What follows belongs to an exercise in optimizing a design on an open flow for small area; a production flow would make more cautious choices.
RTL that was checked went through simulation tests only; none was proved equivalent to the original.
No driver is modelled on the clock port, so clock power and skew are understated where the tree is cut down; a real chip needs a root buffer or a tree.
Power figures rest on the tool's default switching activity, not on a simulated workload.

==> branch willow: inputs <==
Design top_calc_accum_final, start of the top module:
module top_calc_accum_final (
    input  wire clk,
    input  wire reset,
    input  wire [1:0] op_sel_raw,
    input  wire [7:0] data_in_raw,
    input  wire calc_btn_raw,
    output wire [6:0] disp0,
    output wire [6:0] disp1,
    output wire [6:0] disp2,
    output wire [6:0] disp3,
    output wire [6:0] disp4,
    output wire neg_flag,
    output wire error_flag,
    output wire [7:0] acc_out
);
==> module calc_core, before the edit <==
module calc_core (
    input  wire       reset,
    input  wire       btn,
    input  wire [1:0] op,
    input  wire [7:0] d,
    input  wire [7:0] acc,
    input  wire [6:0] frac,
    input  wire       err_q,
    input  wire [2:0] mode,
    input  wire [2:0] cnt,
    output wire [7:0] acc_n,
    output wire [6:0] frac_n,
    output wire       err_n,
    output reg  [2:0] mode_n,
    output reg  [2:0] cnt_n,
    output wire [6:0] disp0, disp1, disp2, disp3,
    output wire       hund
);
    localparam LOW = 3'd0, RM1 = 3'd1, R0 = 3'd3, R1 = 3'd4, R2 = 3'd5,
               PULSE = 3'd7, ACC = 3'd6, HIGH = 3'd2;
    wire is_low = (mode == LOW);
    wire v = is_low ? (cnt != 3'd0) : (cnt == 3'd0);
    wire tgt = is_low ? btn : ~btn;
    wire cfull = (cnt == 3'd7);
    always @(*) begin
        cnt_n = tgt ? cnt + 3'd1 : 3'd0;
        case (mode)
            LOW:  mode_n = (tgt & cfull) ? RM1 : LOW;
            HIGH: mode_n = (tgt & cfull) ? LOW : HIGH;
            RM1: mode_n = R0;
            R0: mode_n = R1;
            R1: mode_n = R2;
            R2: mode_n = PULSE;
            PULSE: mode_n = ACC;
            default: mode_n = HIGH;    
        endcase
        if ((mode == LOW || mode == HIGH) && tgt && cfull) cnt_n = 3'd0;
        if (reset) begin
            mode_n = LOW;
            cnt_n = btn ? (v ? 3'd2 : 3'd1) : 3'd0;
        end
    end
    wire pulse = (mode == PULSE);
    wire acc_en = (mode == ACC) & ~err_q;
    wire [7:0] sel;
    wire refuse, ferr;
    wire [6:0] fnew;
    dp2 u_dp (.op(op), .d(d), .acc(acc), .frac(frac), .sel(sel), .refuse(refuse), .fnew(fnew), .ferr(ferr));
    dispM u_dm (.acc(acc), .disp2(disp2), .disp3(disp3), .u4(hund));
    dispF u_df (.frac(frac), .disp0(disp0), .disp1(disp1));
    assign acc_n  = reset ? 8'd0 : (acc_en ? sel : acc);
    assign frac_n = reset ? 7'd0 : ((pulse & ~ferr) ? fnew : frac);
    assign err_n  = reset ? 1'b0 : (pulse ? refuse : err_q);
endmodule
clock: 40.0 ns
lec_check: 0
abc_area: 1
cap_margin: 20
core_margin: 2
core_utilization: 40
cts_buf_list: sky130_fd_sc_hd__clkbuf_8
slew_margin: 20
standard.sh (not shown) runs the stock make flow with config.mk's settings and CLKGATE_MAP_FILE= SYNTH_SCRIPT=/design/flow/synth_recipe.tcl, a recipe that flattens the netlist after the stock synthesis.
==> flow/flow/run.sh <==
#!/bin/bash
# Own layout flow: the standard synthesis, then an area-oriented re-mapping of the
# combinational logic (registers untouched), then the standard layout steps with
# minimum-size port buffers.  Each tool's output goes to a log of its own here.
set -euo pipefail
W=$PWD
R=$W/orfs/results/$FLOW_PLATFORM/top_calc_accum_final/base
LIB=$FLOW_HOME/platforms/$FLOW_PLATFORM/lib/sky130_fd_sc_hd__tt_025C_1v80.lib

bash standard.sh synth > $W/log_1_synth.txt 2>&1
cp $R/1_2_yosys.v $W/std_1_2_yosys.v

DONT=""
for c in $(grep -oE 'cell *\( *"?sky130_fd_sc_hd__(lpflow_[a-z0-9_]+|probe[a-z0-9_]*)' $LIB | sed -E 's/.*(sky130_fd_sc_hd__[a-z0-9_]+)/\1/' | sort -u); do
  DONT="$DONT -dont_use $c"
done
LIB=$LIB IN=$W/std_1_2_yosys.v OUT=$W/remap_1_2_yosys.v ABCSCR=$W/flow/remap.abc DONT="$DONT" \
  yosys -c $W/flow/remap.tcl > $W/log_2_remap.txt 2>&1
# refuse to go on if the re-mapping lost logic
python3 - "$W/std_1_2_yosys.v" "$W/remap_1_2_yosys.v" <<'PY'
import re, sys
a, b = (open(f).read() for f in sys.argv[1:3])
ff = lambda s: sorted(re.findall(r'sky130_fd_sc_hd__(dfxtp_\d|edfxtp_\d|dfrtp_\d)\s+(\S+)', s))
assert ff(a) == ff(b), "registers differ"
assert len(re.findall(r'sky130_fd_sc_hd__', b)) > len(ff(b)) + 20, "logic missing"
PY
cp $W/remap_1_2_yosys.v $R/1_2_yosys.v
rm -f $R/1_synth.odb $R/1_synth.sdc
bash standard.sh "BUFFER_PORTS_ARGS=-buffer_cell sky130_fd_sc_hd__buf_1" "CTS_ARGS=-sink_clustering_enable -repair_clock_nets -buf_list sky130_fd_sc_hd__clkbuf_8 -dont_use_dummy_load" finish > $W/log_3_layout.txt 2>&1
==> flow/flow/remap.abc <==
strash
&get -n
&dc2
&dch -f
&nf -R 5000 -F 50 -A 50 -E 3000 -C 32
&put
topo
Other scripts of this flow, unchanged in this note and not shown: flow/flow/remap.tcl
==> branch onyx (differences from branch willow) <==
--- a/flow/design.v
+++ b/flow/design.v
@@ -64,8 +64,8 @@
     output wire [6:0] disp0, disp1, disp2, disp3,
     output wire       hund
 );
-    localparam LOW = 3'd0, RM1 = 3'd1, R0 = 3'd3, R1 = 3'd4, R2 = 3'd5,
-               PULSE = 3'd7, ACC = 3'd6, HIGH = 3'd2;
+    localparam LOW = 3'd0, RM1 = 3'd1, R0 = 3'd2, R1 = 3'd3, R2 = 3'd4,
+               PULSE = 3'd5, ACC = 3'd6, HIGH = 3'd7;
     wire is_low = (mode == LOW);
     wire v = is_low ? (cnt != 3'd0) : (cnt == 3'd0);
     wire tgt = is_low ? btn : ~btn;
@@ -75,12 +75,7 @@
         case (mode)
             LOW:  mode_n = (tgt & cfull) ? RM1 : LOW;
             HIGH: mode_n = (tgt & cfull) ? LOW : HIGH;
-            RM1: mode_n = R0;
-            R0: mode_n = R1;
-            R1: mode_n = R2;
-            R2: mode_n = PULSE;
-            PULSE: mode_n = ACC;
-            default: mode_n = HIGH;    
+            default: mode_n = mode + 3'd1;
         endcase
         if ((mode == LOW || mode == HIGH) && tgt && cfull) cnt_n = 3'd0;
         if (reset) begin
--- a/flow/flow/run.sh
+++ b/flow/flow/run.sh
@@ -26,4 +26,4 @@
 PY
 cp $W/remap_1_2_yosys.v $R/1_2_yosys.v
 rm -f $R/1_synth.odb $R/1_synth.sdc
-bash standard.sh "BUFFER_PORTS_ARGS=-buffer_cell sky130_fd_sc_hd__buf_1" "CTS_ARGS=-sink_clustering_enable -repair_clock_nets -buf_list sky130_fd_sc_hd__clkbuf_8 -dont_use_dummy_load" finish > $W/log_3_layout.txt 2>&1
+bash standard.sh "BUFFER_PORTS_ARGS=-buffer_cell sky130_fd_sc_hd__buf_1" "CTS_ARGS=-sink_clustering_enable -sink_clustering_size 50 -sink_clustering_max_diameter 500 -repair_clock_nets -buf_list sky130_fd_sc_hd__clkbuf_16 -dont_use_dummy_load" finish > $W/log_3_layout.txt 2>&1
==> flow/flow/remap.abc (replaced) <==
strash
&get -n
&dch -f
&nf -R 2000 -F 10 -A 10
&put
topo
==> branch amber (differences from branch willow) <==
--- a/flow/design.v
+++ b/flow/design.v
@@ -64,8 +64,8 @@
     output wire [6:0] disp0, disp1, disp2, disp3,
     output wire       hund
 );
-    localparam LOW = 3'd0, RM1 = 3'd1, R0 = 3'd3, R1 = 3'd4, R2 = 3'd5,
-               PULSE = 3'd7, ACC = 3'd6, HIGH = 3'd2;
+    localparam LOW = 3'd0, RM1 = 3'd1, R0 = 3'd2, R1 = 3'd3, R2 = 3'd4,
+               PULSE = 3'd5, ACC = 3'd6, HIGH = 3'd7;
     wire is_low = (mode == LOW);
     wire v = is_low ? (cnt != 3'd0) : (cnt == 3'd0);
     wire tgt = is_low ? btn : ~btn;
@@ -75,12 +75,7 @@
         case (mode)
             LOW:  mode_n = (tgt & cfull) ? RM1 : LOW;
             HIGH: mode_n = (tgt & cfull) ? LOW : HIGH;
-            RM1: mode_n = R0;
-            R0: mode_n = R1;
-            R1: mode_n = R2;
-            R2: mode_n = PULSE;
-            PULSE: mode_n = ACC;
-            default: mode_n = HIGH;    
+            default: mode_n = mode + 3'd1;
         endcase
         if ((mode == LOW || mode == HIGH) && tgt && cfull) cnt_n = 3'd0;
         if (reset) begin
==> flow/flow/remap.abc (replaced) <==
strash
&get -n
&dch -f
&nf -R 2000 -F 10 -A 10
&put
topo
==> notes <==
Branch onyx passed the timing, DRC and antenna checks. Branch amber finished clean. Branch willow produced a clean layout.
Of branch willow and branch onyx, branch onyx has the higher total power (gap 14%, measured against branch onyx).
In branch amber the non-clock buffer count is higher than in branch willow, by 1.
In clock-buffer cell count, branch willow and branch amber do not differ.
The lowest sequential share of layout area belongs to branch onyx, the highest to branch willow.
Sequential cell count is the same in branch amber and branch onyx.
In clock power, branch willow and branch amber hardly differ.
In branch willow the combinational power is lower than in branch onyx, by about 6%.
Between branch onyx and branch amber, the lower clock skew is in branch onyx (gap 5.3 ps).
The RTL of branch onyx and branch amber was laid out without a check of its function.

==> v22 <==
Another version of the RTL of top_calc_accum_final (not shown whole).
clock: 40.0 ns
lec_check: 0
abc_area: 1
cap_margin: 20
core_margin: 2
core_utilization: 40
slew_margin: 20
==> flow/flow/run.sh <==
#!/bin/bash
# Own layout flow: the standard synthesis, then an area-oriented re-mapping of the
# combinational logic (registers untouched, several ABC scripts tried, the smallest
# result kept), then the standard layout steps with minimum-size port buffers and a
# smaller clock tree.  Each tool's output goes to a log of its own here.
set -euo pipefail
W=$PWD
R=$W/orfs/results/$FLOW_PLATFORM/top_calc_accum_final/base
LIB=$FLOW_HOME/platforms/$FLOW_PLATFORM/lib/sky130_fd_sc_hd__tt_025C_1v80.lib

bash standard.sh synth > $W/log_1_synth.txt 2>&1
cp $R/1_2_yosys.v $W/std_1_2_yosys.v

DONT=""
for c in $(grep -oE 'cell *\( *"?sky130_fd_sc_hd__(lpflow_[a-z0-9_]+|probe[a-z0-9_]*)' $LIB | sed -E 's/.*(sky130_fd_sc_hd__[a-z0-9_]+)/\1/' | sort -u); do
  DONT="$DONT -dont_use $c"
done
remap_one() {
  local s=$1 n
  n=$(basename $s .abc)
  mkdir -p $W/$n
  if (cd $W/$n && LIB=$LIB IN=$W/std_1_2_yosys.v OUT=$W/$n/out.v ABCSCR=$s DONT="$DONT" \
        timeout 1200 yosys -c $W/flow/remap.tcl > $W/log_2_$n.txt 2>&1) &&
     python3 $W/flow/check_remap.py $W/std_1_2_yosys.v $W/$n/out.v >> $W/log_2_$n.txt 2>&1; then
    echo "$n $(grep 'Chip area for top' $W/$n/remap_stat.txt | awk '{print $NF}')" > $W/$n/area.txt
  fi
}
i=0
for s in $W/flow/remap_*.abc; do
  remap_one $s &
  i=$((i + 1))
  if (( i % 4 == 0 )); then wait; fi
done
wait
best=""; bestarea=""
for s in $W/flow/remap_*.abc; do
  n=$(basename $s .abc)
  if [[ -f $W/$n/area.txt ]]; then
    a=$(awk '{print $2}' $W/$n/area.txt)
    echo "$n $a" >> $W/log_2_remap_choice.txt
    if [[ -n "$a" ]] && { [[ -z "$bestarea" ]] || python3 -c "import sys; sys.exit(0 if $a < $bestarea else 1)"; }; then
      best=$n; bestarea=$a
    fi
  else
    echo "$n failed" >> $W/log_2_remap_choice.txt
  fi
done
echo "chosen $best $bestarea" >> $W/log_2_remap_choice.txt
if [[ -n "$best" ]]; then
  cp $W/$best/out.v $W/remap_1_2_yosys.v
  cp $W/remap_1_2_yosys.v $R/1_2_yosys.v
  rm -f $R/1_synth.odb $R/1_synth.sdc
fi
bash standard.sh "BUFFER_PORTS_ARGS=-buffer_cell sky130_fd_sc_hd__buf_1" \
  "CTS_ARGS=-sink_clustering_enable -repair_clock_nets -buf_list sky130_fd_sc_hd__clkbuf_8 -dont_use_dummy_load" finish > $W/log_3_layout.txt 2>&1
==> flow/flow/remap_e.abc <==
strash
&get -n
&dch -f
&nf -R 2000 -F 10 -A 10
&put
topo
Other scripts of this flow, unchanged in this note and not shown: flow/flow/check_remap.py, flow/flow/remap.tcl, flow/flow/remap_a.abc, flow/flow/remap_b.abc, flow/flow/remap_c.abc, flow/flow/remap_d.abc, flow/flow/remap_s3.abc, flow/flow/remap_s4.abc, flow/flow/remap_s5.abc, flow/flow/remap_s6.abc
==> inputs of v20, as changes to v22 <==
--- a/flow/flow/run.sh
+++ b/flow/flow/run.sh
@@ -3,5 +3,5 @@
 # combinational logic (registers untouched, several ABC scripts tried, the smallest
 # result kept), then the standard layout steps with minimum-size port buffers and a
-# smaller clock tree.  Each tool's output goes to a log of its own here.
+# smaller clock tree whose root buffer is dropped after CTS.  Each tool's output goes to a log of its own here.
 set -euo pipefail
 W=$PWD
@@ -52,4 +52,25 @@
   rm -f $R/1_synth.odb $R/1_synth.sdc
 fi
-bash standard.sh "BUFFER_PORTS_ARGS=-buffer_cell sky130_fd_sc_hd__buf_1" \
-  "CTS_ARGS=-sink_clustering_enable -repair_clock_nets -buf_list sky130_fd_sc_hd__clkbuf_8 -dont_use_dummy_load" finish > $W/log_3_layout.txt 2>&1
+ARGS=("BUFFER_PORTS_ARGS=-buffer_cell sky130_fd_sc_hd__buf_1"
+      "CTS_ARGS=-sink_clustering_enable -repair_clock_nets -buf_list sky130_fd_sc_hd__clkbuf_8 -dont_use_dummy_load")
+bash standard.sh "${ARGS[@]}" cts > $W/log_3_to_cts.txt 2>&1
+# Drop the clock tree's root buffer (the clock port then feeds the <= 4 leaf buffers),
+# keeping 3 leaf buffers if the register clock slew stays well inside the limit.
+cp $R/4_cts.odb $W/4_cts_standard.odb
+for keep in 3 4; do
+  rm -f $W/4_cts_fixed.odb
+  if KEEP=$keep PLATFORM_DIR=$FLOW_HOME/platforms/$FLOW_PLATFORM LIB=$LIB ODB_IN=$W/4_cts_standard.odb \
+       SDC_IN=$R/4_cts.sdc ODB_OUT=$W/4_cts_fixed.odb \
+       openroad -no_init -exit $W/flow/fixclk.tcl > $W/log_4_fixclk_$keep.txt 2>&1 &&
+     [[ -f $W/4_cts_fixed.odb ]] &&
+     python3 -c "import re,sys; m=re.search(r'worst register clock slew: ([0-9.e-]+); clock port pins: (\d+)', open('$W/log_4_fixclk_$keep.txt').read()); sys.exit(0 if m and float(m.group(1)) < 0.110 and int(m.group(2)) <= 4 else 1)"; then
+    cp $W/4_cts_fixed.odb $R/4_1_cts.odb
+    sleep 1
+    cp $W/4_cts_fixed.odb $R/4_cts.odb
+    echo "clock root buffer dropped, $keep leaf buffers kept" >> $W/log_4_fixclk_$keep.txt
+    break
+  else
+    echo "not used" >> $W/log_4_fixclk_$keep.txt
+  fi
+done
+bash standard.sh "${ARGS[@]}" finish > $W/log_5_layout.txt 2>&1
==> flow/flow/fixclk.tcl (new file) <==
read_db $::env(ODB_IN)
read_liberty $::env(LIB)
read_sdc $::env(SDC_IN)
source $::env(PLATFORM_DIR)/setRC.tcl
set block [ord::get_db_block]
proc out_net {inst} {
  foreach it [$inst getITerms] {
    if {[$it isOutputSignal]} { return [$it getNet] }
  }
  return "NULL"
}
set clknet [$block findNet clk]
set root "NULL"
foreach it [$clknet getITerms] {
  set inst [$it getInst]
  if {[string match "sky130_fd_sc_hd__clkbuf_*" [[$inst getMaster] getName]]} { set root $inst }
}
if {$root == "NULL"} { error "no clock root buffer" }
set rootnet [out_net $root]
puts "root [$root getName] [[$root getMaster] getName] drives [$rootnet getName]"
set leaves {}
foreach it [$rootnet getITerms] {
  set inst [$it getInst]
  if {[$inst getName] == [$root getName]} continue
  lappend leaves $it
}
if {[llength $leaves] > 4} { error "root buffer drives [llength $leaves] pins; the clock port may feed at most 4" }
foreach it $leaves { $it disconnect; $it connect $clknet }
puts "moved [llength $leaves] clock-tree inputs from [$root getName] to the clock port"
foreach it [$root getITerms] { if {[$it getNet] != "NULL"} { $it disconnect } }
odb::dbInst_destroy $root
odb::dbNet_destroy $rootnet
# Optionally keep fewer leaf buffers: give the sinks of the leaf with the fewest
# sinks to the nearest remaining leaf, until KEEP leaves are left.
proc leaf_sinks {leaf} {
  set res {}
  foreach it [[out_net $leaf] getITerms] {
    if {[[$it getInst] getName] != [$leaf getName]} { lappend res $it }
  }
  return $res
}
proc dist2 {a b} {
  set ab [$a getBBox]; set bb [$b getBBox]
  set dx [expr {([$ab xMin] + [$ab xMax] - [$bb xMin] - [$bb xMax]) / 2.0}]
  set dy [expr {([$ab yMin] + [$ab yMax] - [$bb yMin] - [$bb yMax]) / 2.0}]
  return [expr {$dx * $dx + $dy * $dy}]
}
set leafinsts {}
foreach it [$clknet getITerms] { lappend leafinsts [$it getInst] }
set keep [expr {[info exists ::env(KEEP)] ? $::env(KEEP) : [llength $leafinsts]}]
while {[llength $leafinsts] > $keep} {
  set small ""; set ns 1000000
  foreach l $leafinsts { set n [llength [leaf_sinks $l]]; if {$n < $ns} { set ns $n; set small $l } }
  set rest {}
  foreach l $leafinsts { if {[$l getName] != [$small getName]} { lappend rest $l } }
  foreach it [leaf_sinks $small] {
    set best ""; set bd 1e30
    foreach l $rest { set d [dist2 [$it getInst] $l]; if {$d < $bd} { set bd $d; set best $l } }
    $it disconnect; $it connect [out_net $best]
  }
  set onet [out_net $small]
  foreach it [$small getITerms] { if {[$it getNet] != "NULL"} { $it disconnect } }
  odb::dbInst_destroy $small
  odb::dbNet_destroy $onet
  set leafinsts $rest
  puts "dropped a leaf buffer; [llength $leafinsts] left"
}
if {[info exists ::env(LEAF_CELL)] && $::env(LEAF_CELL) != ""} {
  foreach l $leafinsts { replace_cell [get_cells [$l getName]] [get_lib_cells $::env(LEAF_CELL)] }
}
foreach l $leafinsts { puts "leaf [$l getName] [[$l getMaster] getName] [llength [leaf_sinks $l]] sinks" }
detailed_placement
check_placement
set_propagated_clock [all_clocks]
estimate_parasitics -placement
report_clock_skew
set worst 0
foreach inst [$block getInsts] {
  if {[string match "*__df*" [[$inst getMaster] getName]]} {
    set s [get_property [get_pins -of_objects [get_cells [$inst getName]] -filter "name==CLK"] slew_max]
    if {$s > $worst} { set worst $s }
  }
}
puts "worst register clock slew: $worst; clock port pins: [llength [$clknet getITerms]]"
report_check_types -max_slew -max_capacitance -violators
write_db $::env(ODB_OUT)
removed: flow/flow/remap_e.abc
==> inputs of v10, as changes to v22 <==
--- a/flow/flow/run.sh
+++ b/flow/flow/run.sh
@@ -3,5 +3,5 @@
 # combinational logic (registers untouched, several ABC scripts tried, the smallest
 # result kept), then the standard layout steps with minimum-size port buffers and a
-# smaller clock tree.  Each tool's output goes to a log of its own here.
+# smaller clock tree whose root buffer is dropped after CTS.  Each tool's output goes to a log of its own here.
 set -euo pipefail
 W=$PWD
@@ -52,4 +52,20 @@
   rm -f $R/1_synth.odb $R/1_synth.sdc
 fi
-bash standard.sh "BUFFER_PORTS_ARGS=-buffer_cell sky130_fd_sc_hd__buf_1" \
-  "CTS_ARGS=-sink_clustering_enable -repair_clock_nets -buf_list sky130_fd_sc_hd__clkbuf_8 -dont_use_dummy_load" finish > $W/log_3_layout.txt 2>&1
+ARGS=("BUFFER_PORTS_ARGS=-buffer_cell sky130_fd_sc_hd__buf_1"
+      "CTS_ARGS=-sink_clustering_enable -repair_clock_nets -buf_list sky130_fd_sc_hd__clkbuf_8 -dont_use_dummy_load")
+bash standard.sh "${ARGS[@]}" cts > $W/log_3_to_cts.txt 2>&1
+# Drop the clock tree's root buffer (the clock port then feeds the <= 4 leaf buffers).
+cp $R/4_cts.odb $W/4_cts_standard.odb
+if PLATFORM_DIR=$FLOW_HOME/platforms/$FLOW_PLATFORM LIB=$LIB ODB_IN=$W/4_cts_standard.odb \
+     SDC_IN=$R/4_cts.sdc ODB_OUT=$W/4_cts_fixed.odb \
+     openroad -no_init -exit $W/flow/fixclk.tcl > $W/log_4_fixclk.txt 2>&1 &&
+   [[ -f $W/4_cts_fixed.odb ]] &&
+   python3 -c "import re,sys; m=re.search(r'worst register clock slew: ([0-9.e-]+); clock port pins: (\d+)', open('$W/log_4_fixclk.txt').read()); sys.exit(0 if m and float(m.group(1)) < 0.115 and int(m.group(2)) <= 4 else 1)"; then
+  cp $W/4_cts_fixed.odb $R/4_1_cts.odb
+  sleep 1
+  cp $W/4_cts_fixed.odb $R/4_cts.odb
+  echo "clock root buffer dropped" >> $W/log_4_fixclk.txt
+else
+  echo "kept the standard clock tree" >> $W/log_4_fixclk.txt
+fi
+bash standard.sh "${ARGS[@]}" finish > $W/log_5_layout.txt 2>&1
==> flow/flow/fixclk.tcl (new file) <==
read_db $::env(ODB_IN)
read_liberty $::env(LIB)
read_sdc $::env(SDC_IN)
source $::env(PLATFORM_DIR)/setRC.tcl
set block [ord::get_db_block]
proc out_net {inst} {
  foreach it [$inst getITerms] {
    if {[$it isOutputSignal]} { return [$it getNet] }
  }
  return "NULL"
}
set clknet [$block findNet clk]
set root "NULL"
foreach it [$clknet getITerms] {
  set inst [$it getInst]
  if {[string match "sky130_fd_sc_hd__clkbuf_*" [[$inst getMaster] getName]]} { set root $inst }
}
if {$root == "NULL"} { error "no clock root buffer" }
set rootnet [out_net $root]
puts "root [$root getName] [[$root getMaster] getName] drives [$rootnet getName]"
set leaves {}
foreach it [$rootnet getITerms] {
  set inst [$it getInst]
  if {[$inst getName] == [$root getName]} continue
  lappend leaves $it
}
if {[llength $leaves] > 4} { error "root buffer drives [llength $leaves] pins; the clock port may feed at most 4" }
foreach it $leaves { $it disconnect; $it connect $clknet }
puts "moved [llength $leaves] clock-tree inputs from [$root getName] to the clock port"
foreach it [$root getITerms] { if {[$it getNet] != "NULL"} { $it disconnect } }
odb::dbInst_destroy $root
odb::dbNet_destroy $rootnet
detailed_placement
check_placement
set_propagated_clock [all_clocks]
estimate_parasitics -placement
report_clock_skew
set worst 0
foreach inst [$block getInsts] {
  if {[string match "*__df*" [[$inst getMaster] getName]]} {
    set s [get_property [get_pins -of_objects [get_cells [$inst getName]] -filter "name==CLK"] slew_max]
    if {$s > $worst} { set worst $s }
  }
}
puts "worst register clock slew: $worst; clock port pins: [llength [$clknet getITerms]]"
report_check_types -max_slew -max_capacitance -violators
write_db $::env(ODB_OUT)
removed: flow/flow/remap_e.abc
==> comparison table <==
|  | v20 | v22 | v10 |
|---|---|---|---|
| Clock transition at the registers of the reported paths | 90 ps | 80 ps | 80 ps |
| Smallest setup slack after layout | 28100 ps | 27960 ps | 28110 ps |
| Share of cell area taken by multi-input logic gates | 59.3% | 58.8% | 59.0% |
| Tcrit/Tclk final | 29.8% | 30.1% | 29.7% |
| Clock insertion delay at the later pin of the skew report | 150 ps | 290 ps | 150 ps |
| Share of power burned in registers | 64.4% | 59.3% | 63.0% |
| Result of the run | no timing/DRC/antenna violations | no timing/DRC/antenna violations | no timing/DRC/antenna violations |
| Met2 wire length | 3190 µm | 3200 µm | 3190 µm |
| Power in the clock group | 17.8 µW | 23.9 µW | 19.4 µW |
| Post-detailed-route via-to-cell ratio | 5.54 | 5.54 | 5.53 |
| Total power | 68.7 µW | 74.7 µW | 70.3 µW |
| Non-Filler Cell Area, Final | 3180 µm² | 3210 µm² | 3200 µm² |
| R2R setup slack | 32000 ps | 31940 ps | 31940 ps |
| Transition at the pin with the smallest max-transition slack | 874 ps | 866 ps | 912 ps |
| Data arrival time of the critical path | 3900 ps | 4040 ps | 3890 ps |

## separate check: timing with driven ports
Ports are ideal in the flow. The routed layouts listed here were re-timed in OpenROAD.
Step 1 assumes that a clkbuf_16 drives the clock port and a buf_2 every other input.
Step 2, shift: input delay + t, output delay - t, t = (earliest + latest rising clock arrival at the registers) / 2. This alone moves slack from input paths to output paths.
a / b / c = ideal ports / drivers / drivers and shift; a / b = the first two.
run | shift t [ns] | slack for setup (ns) | cell pins on the clock port's net
branch willow | 0.311 | 28.028 / 27.998 / 28.309 | 1
branch onyx | 0.308 | 27.961 / 27.926 / 28.235 | 1
branch amber | 0.312 | 27.955 / 27.925 / 28.237 | 1
v22 | 0.312 | 27.960 / 27.932 / 28.244 | 1
v20 | 0.192 | 28.096 / 28.052 / 28.244 | 3
v10 | 0.185 | 28.113 / 28.062 / 28.247 | 4
After both steps setup and hold are still met in every run listed.
